This design comes from an exercise in tuning for small area, a short achievable clock period and few clock cycles on the open sky130 flow, not from production work.
RTL that was checked went through simulation tests only; none was proved equivalent to the original.
No driver is modelled on the clock port, so clock power and skew are understated where the tree is cut down; a real chip needs a root buffer or a tree.
Power figures rest on the tool's default switching activity, not on a simulated workload.

==> flow/design.v <==
module fifo #(
	parameter DATA_WIDTH = 8,
	parameter FIFO_DEPTH = 8,
	parameter SWITCH     = 8
)
(
	input                       clk,
	input                       rst_n,
	input      [DATA_WIDTH-1:0] m0_data,
	input                       m0_valid,
	output                      m0_ready,
	input      [DATA_WIDTH-1:0] m1_data,
	input                       m1_valid,
	output reg                  m1_ready,
	output reg [DATA_WIDTH-1:0] odata,
	output reg                  ovalid,
	input                       oready
);
	localparam NR = FIFO_DEPTH - 1;            
	localparam CW = $clog2(SWITCH);
	localparam RW = $clog2(NR + 1);
	reg  [CW-1:0]         cnt;                 
	reg                   sel;                 
	reg                   m0_nrdy;             
	reg  [RW-1:0]         len;                 
	reg  [RW-1:0]         tail;                
	reg  [RW-1:0]         front;               
	reg                   take;                
	reg  [DATA_WIDTH-1:0] ring [0:NR-1];
	assign m0_ready = ~m0_nrdy;
	wire [DATA_WIDTH-1:0] in_d = sel ? m1_data : m0_data;
	wire acc    = (m0_valid & ~m0_nrdy) | (m1_valid & m1_ready);
	wire h_load = ~ovalid | oready;            
	wire r_empty = (len == 0);
	reg  at_exit;                              
	wire ins = acc & ~(r_empty & h_load);      
	wire ext = h_load & at_exit;               
	wire [RW-1:0] tail_inc = (tail == NR - 1) ? 0 : tail + 1'b1;
	wire [RW-1:0] n_len  = ins ? len + 1'b1 : ext ? len - 1'b1 : len;
	wire [RW-1:0] n_tail = ins ? 0 : tail_inc;
	wire [RW-1:0] front_inc = (front == NR - 1) ? 0 : front + 1'b1;
	wire [RW-1:0] n_front = ext ? front : (ins & r_empty) ? 0 : front_inc;
	wire n_take = ins ? (len != NR - 1)
	            : ext ? ((len == 1) | (tail == NR - 1))
	            :       (r_empty | ((len != NR) & (tail == NR - 1)));
	wire n_at_exit = ext ? (len != 1) : (~r_empty & (front == NR - 2));
	wire sel_acc  = sel ^ (cnt == SWITCH - 1);    
	wire n_sel    = acc ? sel_acc : sel;
	wire [DATA_WIDTH-1:0] x_d = take ? in_d : ring[NR-1];
	integer i;
	always @(posedge clk) begin
		ring[0] <= x_d;
		for (i = 1; i < NR; i = i + 1)
			ring[i] <= ring[i-1];
		if (h_load) odata <= x_d;
	end
	always @(posedge clk or negedge rst_n) begin
		if (~rst_n) begin
			cnt      <= 0;
			sel      <= 1'b0;
			m0_nrdy  <= 1'b0;
			m1_ready <= 1'b0;
			ovalid   <= 1'b0;
			len      <= 0;
			tail     <= 0;
			front    <= 0;
			take     <= 1'b1;
			at_exit  <= 1'b0;
		end else begin
			if (acc) cnt <= (cnt == SWITCH - 1) ? 0 : cnt + 1'b1;
			sel      <= n_sel;
			m0_nrdy  <= ~n_take | n_sel;
			m1_ready <= n_take & n_sel;
			if (h_load) ovalid <= r_empty ? acc : at_exit;
			len      <= n_len;
			tail     <= n_tail;
			front    <= n_front;
			take     <= n_take;
			at_exit  <= n_at_exit;
		end
	end
endmodule
module wr_interconnect #
(
    parameter DATA_WIDTH = 8,
    parameter ADDR_WIDTH = 16
)
(
	input         			clk,
	input         			rst_n,
	input  [ADDR_WIDTH-1:0] m0_awaddr,
	input         			m0_awvalid,
	output        			m0_awready,
	input  [DATA_WIDTH-1:0] m0_wdata,
	input         			m0_wvalid,
	output        			m0_wready,
	input  [ADDR_WIDTH-1:0] m1_awaddr,
	input         			m1_awvalid,
	output        			m1_awready,
	input  [DATA_WIDTH-1:0] m1_wdata,
	input         			m1_wvalid,
	output        			m1_wready,
	output [ADDR_WIDTH-1:0] mem_awaddr,
	output        			mem_awvalid,
	input         			mem_awready,
	output [DATA_WIDTH-1:0] mem_wdata,
	output        			mem_wvalid,
	input         			mem_wready
);
fifo #(.DATA_WIDTH(ADDR_WIDTH)) AWFIFO (.clk(clk), .rst_n(rst_n),
	.m0_data(m0_awaddr), .m0_valid(m0_awvalid), .m0_ready(m0_awready),
	.m1_data(m1_awaddr), .m1_valid(m1_awvalid), .m1_ready(m1_awready),
	.odata(mem_awaddr), .ovalid(mem_awvalid), .oready(mem_awready));
fifo #(.DATA_WIDTH(DATA_WIDTH)) WFIFO (.clk(clk), .rst_n(rst_n),
	.m0_data(m0_wdata), .m0_valid(m0_wvalid), .m0_ready(m0_wready),
	.m1_data(m1_wdata), .m1_valid(m1_wvalid), .m1_ready(m1_wready),
	.odata(mem_wdata), .ovalid(mem_wvalid), .oready(mem_wready));
endmodule
export LEC_CHECK = 0
export CAP_MARGIN = 20
export CORE_MARGIN = 2
export CORE_UTILIZATION = 40
export CTS_BUF_LIST = sky130_fd_sc_hd__clkbuf_4 sky130_fd_sc_hd__clkbuf_8 sky130_fd_sc_hd__clkbuf_16
export CTS_CLUSTER_DIAMETER = 100
export CTS_CLUSTER_SIZE = 30
export SETUP_SLACK_MARGIN = 3.0
export SLEW_MARGIN = 20
create_clock -name core_clock -period 5.0 [get_ports {clk}]
standard.sh (not shown) runs the stock make flow with config.mk's settings and CLKGATE_MAP_FILE= SYNTH_SCRIPT=/design/flow/synth_recipe.tcl, a recipe that flattens the netlist after the stock synthesis.
==> flow/flow/run.sh <==
#!/bin/bash
set -euo pipefail
here=$(pwd)
bash standard.sh MATCH_CELL_FOOTPRINT=0 "BUFFER_PORTS_ARGS=-buffer_cell sky130_fd_sc_hd__buf_1" "CTS_ARGS=-sink_clustering_enable -repair_clock_nets -dont_use_dummy_load -sink_clustering_size 30 -sink_clustering_max_diameter 100 -buf_list sky130_fd_sc_hd__clkbuf_16" "POST_CTS_TCL=$here/flow/post_cts.tcl" finish > flow_standard.log 2>&1
==> flow/flow/post_cts.tcl <==
# Drop the H-tree's middle level: the root buffer then drives the leaf
# buffers directly, two buffers from the clock port to every register.
set mid {}
foreach inst [[ord::get_db_block] getInsts] {
  if {[regexp {^clkbuf_[1-9][0-9]*_[0-9]+__f_} [$inst getName]]} { lappend mid [$inst getName] }
}
puts "post_cts: removing [llength $mid] middle clock buffers: $mid"
if {[llength $mid]} {
  remove_buffers {*}$mid
  detailed_placement
  estimate_parasitics -placement
  report_clock_latency
}
The starting point ran to the end with no violations.
Testbench counts at the start, summed over its fixed seeds: cycles 1,032.
Then changed:
--- a/flow/design.v
+++ b/flow/design.v
@@ -21,34 +21,29 @@
 	localparam RW = $clog2(NR + 1);
 	reg  [CW-1:0]         cnt;                 
 	reg                   sel;                 
 	reg                   m0_nrdy;             
 	reg  [RW-1:0]         len;                 
 	reg  [RW-1:0]         tail;                
-	reg  [RW-1:0]         front;               
 	reg                   take;                
 	reg  [DATA_WIDTH-1:0] ring [0:NR-1];
 	assign m0_ready = ~m0_nrdy;
 	wire [DATA_WIDTH-1:0] in_d = sel ? m1_data : m0_data;
 	wire acc    = (m0_valid & ~m0_nrdy) | (m1_valid & m1_ready);
 	wire h_load = ~ovalid | oready;            
 	wire r_empty = (len == 0);
-	reg  at_exit;                              
+	wire [RW:0] front_sum = tail + len - 1;
+	wire [RW-1:0] front = (front_sum >= NR) ? front_sum - NR : front_sum;
+	wire at_exit = ~r_empty & (front == NR - 1);
 	wire ins = acc & ~(r_empty & h_load);      
 	wire ext = h_load & at_exit;               
-	wire [RW-1:0] tail_inc = (tail == NR - 1) ? 0 : tail + 1'b1;
-	wire [RW-1:0] n_len  = ins ? len + 1'b1 : ext ? len - 1'b1 : len;
-	wire [RW-1:0] n_tail = ins ? 0 : tail_inc;
-	wire [RW-1:0] front_inc = (front == NR - 1) ? 0 : front + 1'b1;
-	wire [RW-1:0] n_front = ext ? front : (ins & r_empty) ? 0 : front_inc;
-	wire n_take = ins ? (len != NR - 1)
-	            : ext ? ((len == 1) | (tail == NR - 1))
-	            :       (r_empty | ((len != NR) & (tail == NR - 1)));
-	wire n_at_exit = ext ? (len != 1) : (~r_empty & (front == NR - 2));
-	wire sel_acc  = sel ^ (cnt == SWITCH - 1);    
-	wire n_sel    = acc ? sel_acc : sel;
+	wire [RW-1:0] n_len  = len + ins - ext;
+	wire [RW-1:0] n_tail = (ins | tail == NR - 1) ? 0 : tail + 1'b1;
+	wire n_take = (n_len == 0) | ((n_len != NR) & (n_tail == 0));
+	wire turn_end = acc & (cnt == SWITCH - 1);
+	wire n_sel    = sel ^ turn_end;
 	wire [DATA_WIDTH-1:0] x_d = take ? in_d : ring[NR-1];
 	integer i;
 	always @(posedge clk) begin
 		ring[0] <= x_d;
 		for (i = 1; i < NR; i = i + 1)
 			ring[i] <= ring[i-1];
@@ -60,26 +55,22 @@
 			sel      <= 1'b0;
 			m0_nrdy  <= 1'b0;
 			m1_ready <= 1'b0;
 			ovalid   <= 1'b0;
 			len      <= 0;
 			tail     <= 0;
-			front    <= 0;
 			take     <= 1'b1;
-			at_exit  <= 1'b0;
 		end else begin
 			if (acc) cnt <= (cnt == SWITCH - 1) ? 0 : cnt + 1'b1;
 			sel      <= n_sel;
 			m0_nrdy  <= ~n_take | n_sel;
 			m1_ready <= n_take & n_sel;
 			if (h_load) ovalid <= r_empty ? acc : at_exit;
 			len      <= n_len;
 			tail     <= n_tail;
-			front    <= n_front;
 			take     <= n_take;
-			at_exit  <= n_at_exit;
 		end
 	end
 endmodule
 module wr_interconnect #
 (
     parameter DATA_WIDTH = 8,
Utilization is higher by 2.1 points.
Total power grows by about a fifth.
Sequential power falls by a few percent.
Final area goes up slightly.
Setup slack loses 2100 ps.
Clock power is lower slightly.
Via count falls by a few percent.
Worst hold slack is worse by 15 ps.
Flip-flop and latch count fell by 8.
Die area drops by a few percent.
For the second run of this note, only the layout was checked, not whether the RTL still works.

==> port drivers added, routing unchanged <==
No port has a modelled driver above. Below, the same layouts with a new extraction and two added sets of constraints.
Step 1, drivers: a clkbuf_16 drives clk and a buf_2 each remaining input, both assumed.
Step 2 adds t to the input delays and takes it off the output delays; t is the mean of the earliest and latest rising clock arrival at the registers after step 1. Input paths then give back, and output paths get back, about the clock's delay inside the block.
a / b / c = ideal / step 1 / step 2; a / b = the first two.
run	shift t [ns]	setup slack, ns	worst data-port slew with drivers (ns)
the first run	0.413	3.034 / 2.994 / 2.718	0.05
the second run	0.401	0.925 / 0.925 / 0.925	0.03
After both steps setup and hold are still met in every run listed. For the first run, which loses most, drivers alone change the setup slack by -0.040 ns; drivers and shift together by -0.316 ns.
